What follows belongs to an exercise in optimizing a design on an open flow for small area, a short achievable clock period and few clock cycles; a production flow would make more cautious choices.
The RTL was checked by simulation tests, not by an equivalence proof against the original design.
Power is estimated from default activity; no workload was simulated.

`design/flow/config.mk`:
```
export PLATFORM = sky130hd
export DESIGN_NAME = riscv_sys
export DESIGN_NICKNAME = riscv_sys
export VERILOG_FILES = /design/flow/design.v
export SDC_FILE = /design/flow/constraint.sdc
export NUM_CORES = 8
export LEC_CHECK = 0
export CAP_MARGIN = 20
export CORE_MARGIN = 2
export CORE_UTILIZATION = 28
export PLACE_DENSITY = 0.34
export SLEW_MARGIN = 20
```
`design/flow/run.sh`:
```
#!/bin/bash
# synth_recipe.tcl (not shown) runs the flow's synth.tcl, then flattens the netlist and writes it again
# the make line also repeats each setting of config.mk as NAME=value (left out here)
make -C /OpenROAD-flow-scripts/flow DESIGN_CONFIG=/design/flow/config.mk WORK_HOME=/design/flow/orfs CLKGATE_MAP_FILE= SYNTH_SCRIPT=/design/flow/synth_recipe.tcl finish
```
`design/flow/constraint.sdc`:
```
create_clock -name core_clock -period 25.0 [get_ports {i_clk}]
set_input_delay 5.0000 -clock core_clock [delete_from_list [all_inputs] [get_ports {i_clk}]]
set_output_delay 5.0000 -clock core_clock [all_outputs]
set_load 0.01 [all_outputs]
```
`design/flow/design.v`:
```
module CHIP #(                                                                                  
    parameter BIT_W = 32                                                                        
)(                                                                                              
        input               i_clk,                                                              
        input               i_rst_n,                                                            
        input  [BIT_W-1:0]  i_IMEM_data,                                                        
        output [BIT_W-1:0]  o_IMEM_addr,                                                        
        output              o_IMEM_cen,                                                         
        input               i_DMEM_stall,                                                       
        input  [BIT_W-1:0]  i_DMEM_rdata,                                                       
        output              o_DMEM_cen,                                                         
        output              o_DMEM_wen,                                                         
        output [BIT_W-1:0]  o_DMEM_addr,                                                        
        output [BIT_W-1:0]  o_DMEM_wdata,                                                       
        output              o_finish,                                                           
        input               i_cache_finish,                                                     
        output              o_proc_finish                                                       
);                                                                                              
    parameter           S_TYPE = 7'b0100011;
    parameter           B_TYPE = 7'b1100011;
    parameter           J_TYPE = 7'b1101111;
    parameter           R_TYPE = 7'b0110011;
    parameter           I_TYPE = 7'b0010011;
    parameter           I_TYPE_LOAD = 7'b0000011;
    parameter           I_TYPE_JALR = 7'b1100111;
    parameter           U_TYPE_AUIPC = 7'b0010111;
    parameter           ECALL = 7'b1110011;
        reg [BIT_W-1:0] PC, next_PC;
        wire mem_cen, mem_wen;
        wire [BIT_W-1:0] mem_addr, o_mem_wdata, mem_rdata;
        wire mem_stall;
        wire    [BIT_W-1:0]  instr;
        wire    [6:0]       opcode;
        wire    [BIT_W-1:0]  imm;
        reg     [BIT_W-1:0]  imm_gen_output;
        wire                ctrl_jalr, ctrl_jal, ctrl_branch, ctrl_mem_to_reg, ctrl_mem_write, ctrl_alu_src, ctrl_reg_write, ctrl_shamt;
        wire                ctrl_auipc,ctrl_mem_read, ctrl_ecall;
        wire    [BIT_W-1:0]  write_data, rs1_data, rs2_data;
        wire    [BIT_W-1:0]  alu_in_1, alu_in_2, alu_result;
        wire                br_comp; 
        wire                br_equal, br_less;
        reg     [3:0]       ctrl_alu;
        wire    [BIT_W-1:0]  read_or_alu_result; 
        wire    [BIT_W-1:0]  pc_plus_4, pc_plus_imm;
        wire    [BIT_W-1:0]  jal_addr, jalr_addr;
        wire    [6:0]       funct7;
        wire    [2:0]       funct3;
        wire                alu_ready;
    assign instr = i_IMEM_data;
    assign opcode = instr[6:0];
    assign funct3 = instr[14:12];
    assign funct7 = instr[31:25];
    assign o_IMEM_addr = PC;
    assign imm = imm_gen_output;
    assign ctrl_jalr = (opcode == I_TYPE_JALR) ? 1'b1 : 1'b0;
    assign ctrl_jal = (opcode == J_TYPE) ? 1'b1 : 1'b0;
    assign ctrl_shamt = ((opcode == I_TYPE) && ((funct3 == 3'b001) || (funct3 == 3'b101))) ? 1'b1 : 1'b0;
    assign ctrl_alu_src = ( (opcode == I_TYPE_LOAD)||(opcode == I_TYPE)||(opcode == S_TYPE)||(opcode == U_TYPE_AUIPC) ) ? 1'b1 : 1'b0;
    assign ctrl_auipc = (opcode == U_TYPE_AUIPC) ? 1'b1 : 1'b0;
    assign ctrl_mem_to_reg = ( opcode == I_TYPE_LOAD ) ? 1'b1 : 1'b0;
    assign ctrl_reg_write = (( (opcode == S_TYPE) || (opcode == B_TYPE) ) || i_DMEM_stall) ? 1'b0 : 1'b1;
    assign ctrl_mem_write = ( opcode == S_TYPE) ? 1'b1 : 1'b0;
    assign ctrl_mem_read = ( opcode == I_TYPE_LOAD) ? 1'b1 : 1'b0;
    assign ctrl_branch = ( opcode == B_TYPE) ? 1'b1 : 1'b0;
    assign alu_in_1 = rs1_data;
    assign alu_in_2 = (ctrl_shamt) ? {27'b0, instr[24:20]}
                    :(ctrl_alu_src) ? imm : rs2_data;
    assign read_or_alu_result = (ctrl_mem_to_reg) ? i_DMEM_rdata: alu_result;
    assign write_data = (ctrl_auipc) ? pc_plus_imm
                        : (ctrl_jal ||ctrl_jalr) ? pc_plus_4 : read_or_alu_result;
    assign o_DMEM_cen = (ctrl_mem_write || ctrl_mem_read) ; 
    assign o_DMEM_wen = ctrl_mem_write;
    assign o_DMEM_addr = alu_result;
    assign o_DMEM_wdata = rs2_data;
    assign pc_plus_4 = PC +4;
    assign pc_plus_imm = PC + imm;
    assign br_comp = ( 
        (funct3 == 3'b000 && br_equal) || 
        (funct3 == 3'b001 && ~br_equal) || 
        (funct3 == 3'b100 && br_less) || 
        (funct3 == 3'b101 && ~br_less) 
    );
    assign jal_addr = (ctrl_jal||(ctrl_branch && br_comp)) ? pc_plus_imm : pc_plus_4;
    assign jalr_addr = rs1_data + imm;
    always @(*) begin
        next_PC = (i_DMEM_stall || !alu_ready) ? PC 
                : (ctrl_jalr) ? jalr_addr : jal_addr;
    end
    assign o_IMEM_cen = 1'b1;
    assign ctrl_ecall = ({funct3, opcode}== {3'b000, ECALL}) ? 1'b1 : 1'b0;
    assign o_proc_finish = ctrl_ecall;
    assign o_finish = (ctrl_ecall && i_cache_finish) ? 1'b1 : 1'b0;
    Reg_file reg0(               
        .i_clk  (i_clk),             
        .i_rst_n(i_rst_n),         
        .wen    (ctrl_reg_write),          
        .rs1    (instr[19:15]),                
        .rs2    (instr[24:20]),                
        .rd     (instr[11:7]),                 
        .wdata  (write_data),             
        .rdata1 (rs1_data),           
        .rdata2 (rs2_data)
    );
    alu #(.BIT_W(BIT_W)) alu_U0(
        .ctrl(ctrl_alu),
        .x(alu_in_1),
        .y(alu_in_2),
        .i_clk(i_clk),
        .br_equal(br_equal),
        .br_less(br_less),
        .out(alu_result),
        .o_ready(alu_ready)
    );
    always @(*) begin
        case(opcode)
            I_TYPE, I_TYPE_JALR, I_TYPE_LOAD : begin
                imm_gen_output = {{21{instr[31]}}, instr[30:25], instr[24:21], instr[20]};
            end
            S_TYPE : begin
                imm_gen_output = {{21{instr[31]}}, instr[30:25], instr[11:8], instr[7]};
            end
            B_TYPE : begin
                imm_gen_output = {{20{instr[31]}}, instr[7], instr[30:25], instr[11:8], 1'b0};
            end
            J_TYPE : begin
                imm_gen_output = {{12{instr[31]}}, instr[19:12], instr[20],instr[30:25], instr[24:21], 1'b0};
            end
            U_TYPE_AUIPC : begin
                imm_gen_output = {instr[31:12], 12'b0};
            end
            default : imm_gen_output = 0;  
        endcase
    end
    always @(*) begin
        case(opcode)
            R_TYPE : begin
                case ({funct7, funct3})
                    {7'b0000000, 3'b111} : ctrl_alu = 4'b0000; 
                    {7'b0000000, 3'b110} : ctrl_alu = 4'b0001; 
                    {7'b0000000, 3'b000} : ctrl_alu = 4'b0010; 
                    {7'b0100000, 3'b000} : ctrl_alu = 4'b0110; 
                    {7'b0000000, 3'b100} : ctrl_alu = 4'b0100; 
                    {7'b0000001, 3'b000} : ctrl_alu = 4'b0111; 
                    default : ctrl_alu = 4'b0010; 
                endcase
            end
            B_TYPE : ctrl_alu = 4'b0110; 
            I_TYPE : begin
                case (funct3)
                    {3'b000} : ctrl_alu = 4'b0010; 
                    {3'b001} : ctrl_alu = 4'b0101; 
                    {3'b101} : ctrl_alu = 4'b0011; 
                    {3'b010} : ctrl_alu = 4'b1000; 
                    default : ctrl_alu = 4'b0010; 
                endcase
            end
            S_TYPE, I_TYPE_LOAD : ctrl_alu = 4'b0010; 
            default : ctrl_alu = 4'b0010; 
        endcase
    end
    always @(posedge i_clk or negedge i_rst_n) begin
        if (!i_rst_n) begin
            PC <= 32'h00010000;  
        end
        else begin
            PC <= next_PC;
        end
    end
endmodule
module Reg_file(i_clk, i_rst_n, wen, rs1, rs2, rd, wdata, rdata1, rdata2);
    parameter BITS = 32;
    parameter word_depth = 32;
    parameter addr_width = 5;  
    input i_clk, i_rst_n, wen;  
    input [BITS-1:0] wdata;
    input [addr_width-1:0] rs1, rs2, rd;
    output [BITS-1:0] rdata1, rdata2;
    reg [BITS-1:0] mem [0:word_depth-1];
    reg [BITS-1:0] mem_nxt [0:word_depth-1];
    integer i;
    assign rdata1 = mem[rs1];
    assign rdata2 = mem[rs2];
    always @(*) begin
        for (i=0; i<word_depth; i=i+1)
            mem_nxt[i] = (wen && (rd == i)) ? wdata : mem[i];
    end
    always @(posedge i_clk or negedge i_rst_n) begin
        if (!i_rst_n) begin
            mem[0] <= 0;
            for (i=1; i<word_depth; i=i+1) begin
                case(i)
                    32'd2: mem[i] <= 32'hbffffff0;
                    32'd3: mem[i] <= 32'h10008000;
                    default: mem[i] <= 32'h0;
                endcase
            end
        end
        else begin
            mem[0] <= 0;
            for (i=1; i<word_depth; i=i+1)
                mem[i] <= mem_nxt[i];
        end       
    end
endmodule
module Cache#(
        parameter BIT_W = 32,
        parameter ADDR_W = 32
    )(
        input i_clk,
        input i_rst_n,
            input i_proc_cen,
            input i_proc_wen,
            input [ADDR_W-1:0] i_proc_addr,
            input [BIT_W-1:0]  i_proc_wdata,
            output reg [BIT_W-1:0] o_proc_rdata,
            output reg o_proc_stall,
            input i_proc_finish,
            output reg o_cache_finish,
            output o_mem_cen,
            output o_mem_wen,
            output [ADDR_W-1:0] o_mem_addr,
            output reg [BIT_W*4-1:0]  o_mem_wdata,
            input [BIT_W*4-1:0] i_mem_rdata,
            input i_mem_stall,
            output o_cache_available,
        input  [ADDR_W-1: 0] i_offset
    );
    assign o_cache_available = 1;  
        reg  [  2:0] state_r, state_w;
        reg  [ 31:0] cache_data [0:31], cache_data_w [0:31];
        reg  [ 25:0] cache_tags [0:7 ], cache_tags_w [0:7 ];
        reg          cache_valid[0:7 ], cache_valid_w[0:7 ];
        reg          cache_dirty[0:7 ], cache_dirty_w[0:7 ];
        reg          cache_lru  [0:3 ], cache_lru_w  [0:3 ];
        wire         miss;
        wire [ 25:0] tag;
        wire [  1:0] set_i;
        wire [  1:0] offset;
        wire [  3:0] word_i;
        wire [29:0] proc_addr;
        wire         ele_i, lru_i;
        reg  [ 27:0] mem_addr;
        wire mem_ready;
        assign mem_ready = ~i_mem_stall;
        wire   proc_read, proc_write;
        assign proc_read = (i_proc_cen && (!i_proc_wen));
        assign proc_write = (i_proc_cen && i_proc_wen);
        reg mem_read, mem_write;
        assign o_mem_cen = (mem_read || mem_write);
        assign o_mem_wen = mem_write;
        integer i;
        localparam S_IDLE    = 3'd0;
        localparam S_READ    = 3'd1;
        localparam S_WRITE   = 3'd2;
        localparam S_FLUSH   = 3'd3;
        localparam S_FINISH  = 3'd4;
        wire [31:0] correct_address;
        assign correct_address = i_proc_addr - i_offset;
        assign proc_addr = correct_address[31:2];
        assign {tag, word_i}   = proc_addr;
        assign {set_i, offset} = word_i;
        assign miss            = (!cache_valid[{1'b0, set_i}] || (cache_tags[{1'b0, set_i}] != tag))
                            && (!cache_valid[{1'b1, set_i}] || (cache_tags[{1'b1, set_i}] != tag));
        assign ele_i           = (cache_valid[{1'b1, set_i}] && cache_tags[{1'b1, set_i}] == tag);
        assign lru_i           = cache_lru[{set_i}];
        reg [2:0] flush_index;
        wire flush_done;
        assign flush_done = (flush_index == 3'd7) && mem_ready;
        always @(*) begin
            case (state_r)
                S_IDLE : state_w = (i_proc_cen && miss) ? (cache_dirty[{lru_i, set_i}] ? S_WRITE : S_READ) :
                                   (i_proc_finish ? S_FLUSH : S_IDLE);
                S_READ : state_w = mem_ready ? S_IDLE : S_READ;
                S_WRITE: state_w = mem_ready ? S_READ : S_WRITE;
                S_FLUSH: state_w = (mem_ready && flush_done) ? S_FINISH : (mem_ready ? S_FLUSH : S_FLUSH);
                S_FINISH: state_w = S_IDLE;
                default: state_w = S_IDLE;
            endcase
        end
        always @(*) begin
            for (i = 0; i < 32; i = i + 1)
                cache_data_w[i] = cache_data[i];
            if (state_r == S_IDLE && proc_write && !miss)
                cache_data_w[{ele_i, word_i}] = i_proc_wdata;
            if (state_r == S_READ) begin
                {cache_data_w[{lru_i, set_i, 2'b11}], cache_data_w[{lru_i, set_i, 2'b10}],
                cache_data_w[{lru_i, set_i, 2'b01}], cache_data_w[{lru_i, set_i, 2'b00}]} = i_mem_rdata;
                if (proc_write) cache_data_w[{lru_i, word_i}] = i_proc_wdata;
            end
        end
        always @(*) begin
            for (i = 0; i < 8; i = i + 1) begin
                cache_dirty_w[i] = cache_dirty[i];
                cache_tags_w [i] = cache_tags [i];
            end
            if (state_r == S_IDLE && proc_write) begin
                if (miss) cache_dirty_w[{lru_i, set_i}] = 1'b1;
                else      cache_dirty_w[{ele_i, set_i}] = 1'b1;
            end
            if (state_r == S_READ) begin
                cache_dirty_w[{lru_i, set_i}] = proc_write;
                cache_tags_w [{lru_i, set_i}] = tag;
            end
        end
        always @(*) begin
            for (i = 0; i < 8; i = i + 1)
                cache_valid_w[i] = cache_valid[i] || (state_r == S_READ && i == {lru_i, set_i});
        end
        always @(*) begin
            for (i = 0; i < 4; i = i + 1)
                cache_lru_w[i] = cache_lru[i];
            if (state_r == S_IDLE && i_proc_cen && !miss)
                cache_lru_w[set_i] = !ele_i;
            if (state_r == S_READ && mem_ready)
                cache_lru_w[set_i] = !lru_i;
        end
        always @(*) begin
            case (state_r)
                S_IDLE : o_proc_stall = i_proc_cen && miss;
                S_READ : o_proc_stall = i_mem_stall;
                S_WRITE: o_proc_stall = 1'b1;
                S_FLUSH: o_proc_stall = 1'b1;
                S_FINISH: o_proc_stall = 1'b0;
                default: o_proc_stall = 1'b0;
            endcase
        end
        always @(*) begin
            case (state_r)
                S_IDLE: o_proc_rdata = cache_data[{ele_i, set_i, offset}];
                S_READ: o_proc_rdata = i_mem_rdata[32 * offset +: 32];
                default: o_proc_rdata = cache_data[{ele_i, set_i, offset}];
            endcase
        end
        always @(*) begin
            case (state_r)
                S_IDLE: begin
                    mem_read  = proc_read  && miss;
                    mem_write = proc_write && miss && cache_dirty[{lru_i, set_i}];
                end
                S_READ: begin
                    mem_read  = 1'b1;
                    mem_write = 1'b0;
                end
                S_WRITE: begin
                    mem_read  = 1'b0;
                    mem_write = 1'b1;
                end
                S_FLUSH: begin
                    mem_read  = 1'b0;
                    mem_write = cache_dirty[flush_index];
                end
                S_FINISH: begin
                    mem_read  = 1'b0;
                    mem_write = 1'b0;
                end
                default: begin
                    mem_read  = 1'b0;
                    mem_write = 1'b0;
                end
            endcase
        end
        always @(*) begin
            case (state_r)
                S_IDLE : mem_addr = cache_dirty[{lru_i, set_i}] ? {cache_tags[{lru_i, set_i}], set_i} : {tag, set_i};
                S_READ : mem_addr = {tag, set_i};
                S_WRITE: mem_addr = {cache_tags[{lru_i, set_i}], set_i};
                S_FLUSH: mem_addr = {cache_tags[flush_index], flush_index[1:0]};
                default: mem_addr = {tag, set_i};
            endcase
        end
        assign o_mem_addr = {mem_addr, 4'b0}+ i_offset;
        always @(*) begin
            o_mem_wdata = {cache_data[{lru_i, set_i, 2'b11}], cache_data[{lru_i, set_i, 2'b10}],
                        cache_data[{lru_i, set_i, 2'b01}], cache_data[{lru_i, set_i, 2'b00}]};
            if (state_r == S_FLUSH)
                o_mem_wdata = {cache_data[{flush_index, 2'b11}], cache_data[{flush_index, 2'b10}],
                             cache_data[{flush_index, 2'b01}], cache_data[{flush_index, 2'b00}]};
        end
    always@( posedge i_clk ) begin
        if( !i_rst_n ) begin
            for (i = 0; i < 32; i = i + 1) begin
                cache_data [i] <= 32'b0;
            end
            for (i = 0; i < 8; i = i + 1) begin
                cache_tags [i] <= 26'b0;
                cache_valid[i] <= 1'b0;
                cache_dirty[i] <= 1'b0;
            end
            for (i = 0; i < 4; i = i + 1) begin
                cache_lru  [i] <= 1'b0;
            end
            state_r <= S_IDLE;
            flush_index <= 3'd0;
            o_cache_finish <= 1'b0;
        end
        else begin
            for (i = 0; i < 32; i = i + 1) begin
                cache_data [i] <= cache_data_w [i];
            end
            for (i = 0; i < 8; i = i + 1) begin
                cache_tags [i] <= cache_tags_w [i];
                cache_valid[i] <= cache_valid_w[i];
                cache_dirty[i] <= cache_dirty_w[i];
            end
            for (i = 0; i < 4; i = i + 1) begin
                cache_lru  [i] <= cache_lru_w  [i];
            end
            state_r <= state_w;
            if (state_r == S_FLUSH && mem_ready) begin
                    flush_index <= flush_index + 1;
                end
            if (state_r == S_FINISH) begin
                o_cache_finish <= 1'b1;
            end else if (i_proc_finish) begin
                o_cache_finish <= 1'b0;
            end
        end
    end
endmodule
module alu #(
    parameter BIT_W = 32
)(
    ctrl,
    x,
    y,
    i_clk,
    br_equal,
    br_less,
    out,
    o_ready
);
    input  [3:0] ctrl;
    input  i_clk;
    input  [BIT_W-1:0] x; 
    input  [BIT_W-1:0] y; 
    output reg      br_equal, br_less;
    output [BIT_W-1:0] out;
    output o_ready;
    parameter   BITWISE_AND = 4'b0000, BITWISE_OR = 4'b0001, ADD = 4'b0010, SUB = 4'b0110, SLT = 4'b1000,
                SRA = 4'b0011, XOR = 4'b0100, SLL = 4'b0101, MUL = 4'b0111; 
    reg            carry;
    reg [BIT_W-1:0] out;
    reg start_calc;
    wire o_ready;
    wire [63:0] out_64;
    MUL_unit muldiv_unit(
        .A(x),
        .B(y),
        .i_clk(i_clk),
        .i_start_calc(start_calc),
        .Y(out_64),
        .o_ready(o_ready)
    );
    always@(*)begin
        start_calc = 0;
        case(ctrl)
            ADD: begin
                {carry, out} = {x[BIT_W-1], x} + {y[BIT_W-1],y};
                br_equal = 1'b0;
                br_less = 1'b0;
            end
            SUB: begin
                {carry, out} = {x[BIT_W-1], x} - {y[BIT_W-1],y};
                br_equal = ~(|out); 
                br_less = carry; 
            end
            BITWISE_AND:  begin
                {carry, out} = {1'b0, x & y};
                br_equal = 1'b0;
                br_less = 1'b0;
            end  
            BITWISE_OR:begin
                {carry, out} = {1'b0,  x | y};
                br_equal = 1'b0;
                br_less = 1'b0;
            end     
            SLT:  begin
                carry = 1'b0;
                out = ($signed(x) < $signed(y)) ? {31'b0, 1'b1} : {31'b0, 1'b0};
                br_equal = 1'b0;
                br_less = 1'b0;
            end 
            SRA:  begin
                carry = 1'b0;
                out = $signed(x) >>> y[4:0];
                br_equal = 1'b0;
                br_less = 1'b0;
            end 
            SLL:  begin
                carry = 1'b0;
                out = x << y[4:0];
                br_equal = 1'b0;
                br_less = 1'b0;
            end 
            XOR:  begin
                {carry, out} = {1'b0, x ^ y};
                br_equal = 1'b0;
                br_less = 1'b0;
            end 
            MUL : begin
                {carry, out} = {1'b0, out_64[31:0]};
                br_equal = 1'b0;
                br_less = 1'b0;
                start_calc = 1;
            end
            default:    {start_calc, br_equal, br_less, carry, out} = {1'b0, 1'b0, 1'b0, 1'b0, 32'b0};
        endcase
    end   
endmodule
module MUL_unit(
    input [31:0] A, 
    input [31:0] B, 
    input i_clk,
    input i_start_calc,  
    output o_ready,
    output [63:0] Y
);
    reg  [32:0] adder_out;
    reg  [4: 0] counter, counter_nxt;
    reg  [64:0] shreg, shreg_nxt;
    reg state, state_nxt;
    reg [31:0] a, b, a_nxt, b_nxt;
    reg finished, finished_nxt;
    assign Y = shreg;
    assign o_ready = state_nxt;
    localparam S_IDLE = 1'b1, S_CALC = 1'b0;
    always @(*) begin
        case (state)
            S_IDLE: state_nxt = i_start_calc ? S_CALC : S_IDLE;
            S_CALC: state_nxt = (counter == 5'b11111) ? S_IDLE : S_CALC;
            default: state_nxt = S_IDLE;
        endcase
    end
    always @(*) begin
        case (state)
            S_IDLE: begin
                a_nxt = A;
                b_nxt = B;
            end
            default : begin
                a_nxt = a;
                b_nxt = b;
            end
        endcase
    end
    always @(*) begin
        case (state)
            S_IDLE: counter_nxt = 5'b0;
            S_CALC: counter_nxt = (counter == 5'b11111) ? 5'b0 : counter + 5'b1;
        endcase
    end 
    always @(*) begin
        case (counter)
            5'b11111: finished_nxt = 1'b1;
            default: finished_nxt = 1'b0;
        endcase
    end
    always @(*) begin
        adder_out = shreg[63:32] + b;
    end
    always @(*) begin
        case (state)
            S_IDLE: 
                case (state_nxt)
                    S_IDLE: shreg_nxt = 0;
                    S_CALC: 
                        if (A[0]) shreg_nxt = {B, A[31:1]};
                        else shreg_nxt = {33'b0, A[31:1]};
                endcase
            S_CALC:    
                if (shreg[0]) shreg_nxt = {adder_out, shreg[31:1]};
                else shreg_nxt = {1'b0, shreg[64:1]};
        endcase
    end
    always @(posedge i_clk) begin
        begin
            state <= state_nxt;
            counter <= counter_nxt;
            shreg <= shreg_nxt;
            a <= a_nxt;
            b <= b_nxt;
            finished <= finished_nxt;
        end
    end
endmodule
module riscv_sys (
    input          i_clk,
    input          i_rst_n,
    input  [31:0]  i_IMEM_data,
    output [31:0]  o_IMEM_addr,
    output         o_mem_cen,
    output         o_mem_wen,
    output [31:0]  o_mem_addr,
    output [127:0] o_mem_wdata,
    input  [127:0] i_mem_rdata,
    input          i_mem_stall,
    output         o_finish
);
    wire        imem_cen;
    wire        dmem_cen, dmem_wen, dmem_stall;
    wire [31:0] dmem_addr, dmem_wdata, dmem_rdata;
    wire        proc_finish, cache_finish, cache_available;
    CHIP #(.BIT_W(32)) u_chip (
        .i_clk          (i_clk),
        .i_rst_n        (i_rst_n),
        .i_IMEM_data    (i_IMEM_data),
        .o_IMEM_addr    (o_IMEM_addr),
        .o_IMEM_cen     (imem_cen),
        .i_DMEM_stall   (dmem_stall),
        .i_DMEM_rdata   (dmem_rdata),
        .o_DMEM_cen     (dmem_cen),
        .o_DMEM_wen     (dmem_wen),
        .o_DMEM_addr    (dmem_addr),
        .o_DMEM_wdata   (dmem_wdata),
        .o_finish       (o_finish),
        .i_cache_finish (cache_finish),
        .o_proc_finish  (proc_finish)
    );
    Cache #(.BIT_W(32), .ADDR_W(32)) u_cache (
        .i_clk            (i_clk),
        .i_rst_n          (i_rst_n),
        .i_proc_cen       (dmem_cen),
        .i_proc_wen       (dmem_wen),
        .i_proc_addr      (dmem_addr),
        .i_proc_wdata     (dmem_wdata),
        .o_proc_rdata     (dmem_rdata),
        .o_proc_stall     (dmem_stall),
        .i_proc_finish    (proc_finish),
        .o_cache_finish   (cache_finish),
        .o_mem_cen        (o_mem_cen),
        .o_mem_wen        (o_mem_wen),
        .o_mem_addr       (o_mem_addr),
        .o_mem_wdata      (o_mem_wdata),
        .i_mem_rdata      (i_mem_rdata),
        .i_mem_stall      (i_mem_stall),
        .o_cache_available(cache_available),
        .i_offset         (32'd0)
    );
endmodule
```
==> summary.txt <==
The flow ran to the end and the layout has no timing, DRC or antenna violations. TritonCTS built the clock tree. The kind of critical path was in -> out. The routed layout has 188320 vias. The via count normalized by instance count was 7.00; the net count reported at finish was 19334.

For the final routed database, the setup TNS stands at 0 ns. Mean routed wirelength per cell: 49.8 um. The initial core utilization is 28.1%.

The floorplan step set the die width to 760 um. The clock net in this run drives a total of 2385 sinks. For the max-cap violation count, the log shows 0.

Based on the critical path, the design can be clocked at up to 45.2 MHz. Gate count of the mapped netlist: 19633. Estimated wirelength of the detail-placed design: 863000 um.

The residual overflow from global routing is 0, and the initial antenna violation count is 214. The fraction of registers with async set or reset after synthesis works out to 42.9%. The time the final worst path needs with I/O delays and setup was 22.13 ns; the highest cell delay on the worst timing path was 0.86 ns. Clock skew on the completed layout was measured at 0.0998 ns. STA classifies the critical path startpoint as an input port. The number of synthesized register bits is 2385. The core region is 569000 um^2. Timing analysis after detailed placement gives a worst setup slack of 3.02 ns. The maximum clock insertion buffer count was 4. The most common flop cell mapped by yosys was sky130_fd_sc_hd__dfxtp_1. Of the post-synthesis cell area, the dominant cell type holds 16.6%. The maximum net fanout on the critical path works out to 40.

The count of unique library cells instantiated by Yosys was 115. The clock input transition at the sequential cells of the worst setup and hold paths was 0.06 ns. The most used standard cell by instance count after synthesis is sky130_fd_sc_hd__nor2_1. Across the VDD grid, the largest voltage drop is 207 uV. For this run, design rule violations remaining after detail routing come to 0. The run gives 0 as the count of instances resized after the clock tree is built. The I/O pin total is 358.

The clock tree synthesis step divided the H-tree into 5 levels. Hold-fix buffer count after cts: 0. Root buffer selected by CTS: sky130_fd_sc_hd__clkbuf_16. Yosys attributes the largest share of cell area to sky130_fd_sc_hd__dfxtp_1 (17%), sky130_fd_sc_hd__dfrtp_1 (16%), sky130_fd_sc_hd__mux2_2 (8.1%), sky130_fd_sc_hd__a22oi_1 (5.1%), sky130_fd_sc_hd__nor2_1 (4.3%). The master of the slowest instance on the critical path is sky130_fd_sc_hd__nor4_2. Row generation in the floorplan step produced 277 rows.

Arrival time at the worst endpoint: 17.13 ns. The max-slew violation count is 0. The synthesized design contains 32 enable-type register cells.

The overall global routing resource usage is 44.0%. The detail route stage leaves a number of antenna-violating nets equal to 0. Setup repair after global routing left no endpoint under its margin. For this design the static power due to leakage is 70.0 nW. For the worst setup path, the data required time is 20.00 ns.

The classification of the worst-slack hold path is reg -> reg. The type of destination of the critical path is an output pin. Entering global routing, the biggest net connects 125 pins.

The first-pass GRT wire length is 1740000 um. Insertion delay of the later-clocked pin in the worst-skew pair: 1.08 ns. Ranked by instance count, the synthesized netlist is headed by sky130_fd_sc_hd__nor2_1 (1818), sky130_fd_sc_hd__nand2_1 (1755), sky130_fd_sc_hd__clkbuf_1 (1640).

The count of buffers added on input and output ports is 353. The cell with the most instances on the worst path was sky130_fd_sc_hd__buf_4. Of all cell types, the one taking the most synthesized area is sky130_fd_sc_hd__dfxtp_1. The tools report the detailed-routing iteration count for the pre-antenna-repair pass as 11. The post-route netlist has 16.1% of its cells at a drive strength greater than 1. The die covers 578000 um^2. The portion of the clock cycle consumed by the worst path in the final layout works out to 88.5%.

The logs give 0 for the buffer count from post-CTS setup fixing and 160000 um^2 for the summed instance area of the synthesized netlist. The run gives 33299 as the DRC violation total after the first TritonRoute iteration. The logs give 1340000 um for the total wire length after detailed routing and 5.17% for the tightest slew margin relative to the limit. The share of synthesized area occupied by flip-flops and latches was 33.2%; the number of global-route vias before repair was 170451.

A synthesized cell averages 8.16 um^2. The synthesis-to-layout area growth is 15.5%, and the cell area power density is 142 nW/um^2. Hold is met by 0.461 ns.

The Yosys step of the flow raised 17 warnings. The run gives 0 as the number of hold-slack violations in the final timing report. Setup violations remaining at the end of the flow were counted as 0.

In this run the vertical extent of the chip is 760 um. Across all setup checks in the final design, the least slack found is 2.87 ns. For the pin with the worst max-slew slack, the measured transition is 1.42 ns. The number of clock buffers added by TritonCTS is 327. Routability-driven placement finished with a final weighted congestion of 0.976.
-- path summary, 6_finish.rpt --
check                                                                 from                                         endpoint  slack [ns]  cells after the start
max                                                        i_IMEM_data[22]                                        o_mem_cen        2.87                     35
min                        u_chip.alu_U0.muldiv_unit.counter[0]$_SDFF_PP0_  u_chip.alu_U0.muldiv_unit.counter[0]$_SDFF_PP0_        0.46                      1
max reg2reg                             u_chip.reg0.mem[24][0]$_DFFE_PN0P_               u_chip.reg0.mem[6][28]$_DFFE_PN0P_       10.86                     34
min in group asynchronous                                          i_rst_n              u_chip.reg0.mem[25][24]$_DFFE_PN0P_        3.85                      1
max in group asynchronous                                          i_rst_n                        u_chip.PC[13]$_DFFE_PN0P_       17.03                      6
min reg2reg                u_chip.alu_U0.muldiv_unit.counter[0]$_SDFF_PP0_  u_chip.alu_U0.muldiv_unit.counter[0]$_SDFF_PP0_        0.46                      1
-- routing by layer --
| metal | vias to the layer above | routed length [um] | GRT usage [%] | part of all wire [%] |
|---|---|---|---|---|
| li1 | 72696 | - | - | - |
| met1 | 96053 | 540000 | 57.6 | 40 |
| met2 | 15568 | 536000 | 61.3 | 40 |
| met3 | 3942 | 157000 | 13.7 | 12 |
| met4 | 61 | 106000 | 29.9 | 7.9 |
| met5 | - | 459 | 0 | 0.034 |
-- logic make-up after synthesis --
kind of cell | after synthesis | synth area share, %
AND/OR/NAND/NOR | 6279 | 18.2
AO/OA/AOI/OAI | 6197 | 26.4
buffers and inverters | 2405 | 6.08
flip-flops | 2385 | 33.2
multiplexers | 1989 | 13.6
adder cells (fa/ha/maj) | 193 | 1.53
XOR/XNOR | 184 | 1.01
other | 1 | 0.00234
-- state kept, by name, indices dropped and copies added, names as in the netlist, 3 cells and up --
signal                             count
u_cache.cache_lru                      4
u_cache.cache_dirty                    8
u_cache.cache_tags                   208
u_chip.PC                             32
u_cache.cache_data                  1024
u_cache.state_r                        3
u_chip.alu_U0.muldiv_unit.shreg       64
u_chip.alu_U0.muldiv_unit.b           32
u_cache.cache_valid                    8
u_chip.alu_U0.muldiv_unit.counter      5
u_chip.reg0.mem                      992
u_cache.flush_index                    3
-- metrics by stage --
stage	area (um^2)	cells	utilization [%]	power (W)
final	185000	26910	32.5	0.0263
after global routing	185000	26803	32.5	0.0264
after CTS	185000	26768	32.4	0.0254
after detailed placement	174000	26178	30.5	0.0203
after global placement	173000	26173	30.5	0.0204
after floorplan	160000	19636	-	0.0119
-- final cells by class --
| cell class | count | area (um^2) |
|---|---|---|
| diodes | 138 | 345 |
| fillers | 60385 | 384000 |
| flip-flops and latches | 2385 | 53200 |
| multi-input cells | 14846 | 99800 |
| well taps | 7533 | 9430 |
| repair buffers | 1219 | 10400 |
| clock inverters | 107 | 1510 |
| inverters | 199 | 757 |
| clock buffers | 483 | 9580 |
-- power by group --
| part | switching (W) | total, W | internal [W] |
|---|---|---|---|
| combinational | 0.0114 | 0.0154 | 0.00398 |
| clock | 0.00218 | 0.00512 | 0.00294 |
| sequential | 0.00106 | 0.00575 | 0.00468 |
| total | 0.0147 | 0.0263 | 0.0116 |
-- placed cells by master (no fill, tap or decap), drive strengths merged, types with 425 or more instances in the layout --
master  netlist  layout
a211oi      425     425
a21oi      1034    1034
nor2       1823    1823
nand3      1097    1097
nand2      1758    1758
dfxtp      1329    1329
mux2i       681     681
o21ai      1099    1099
and3        533     533
a22oi      1084    1084
clkbuf     1641     483
o22ai       580     580
mux2       1303    1303
dfrtp       994     994
buf         565     877
-- worst max-delay path: cells and delay by family --
family / cells / cell delay [ns]
AND/OR/NAND/NOR: 10 / 4.29
AO/OA/AOI/OAI: 12 / 3.32
buffers and inverters: 9 / 3.26
multiplexers: 2 / 0.61
adder cells (fa/ha/maj): 1 / 0.28
XOR/XNOR: 1 / 0.18
Testbench counts, summed over its fixed seeds: cycles 165,265.

-- static timing again, ports no longer ideal --
Ports are ideal in the flow. The routed layout listed here was re-timed in OpenROAD.
Step 1, drivers: a clkbuf_16 drives i_clk and a buf_2 each remaining input, both assumed.
Step 2 moves the port delays by t, midway between the first and last clock arrival at a register: inputs arrive t later, outputs are due t later. That takes back most of the time a late clock gives input paths.
Slacks: ideal / step 1 / step 2; pairs: ideal / step 1.
t, ns: 1.166
slack for setup (ns): 2.869 / 2.846 / 2.846
worst register clock-pin slew, ns: 0.07 / 0.07
cell pins on the clock port's net: 1
After both steps this run still meets setup and hold. For this run, drivers alone change the setup slack by -0.023 ns; drivers and shift together by -0.023 ns.
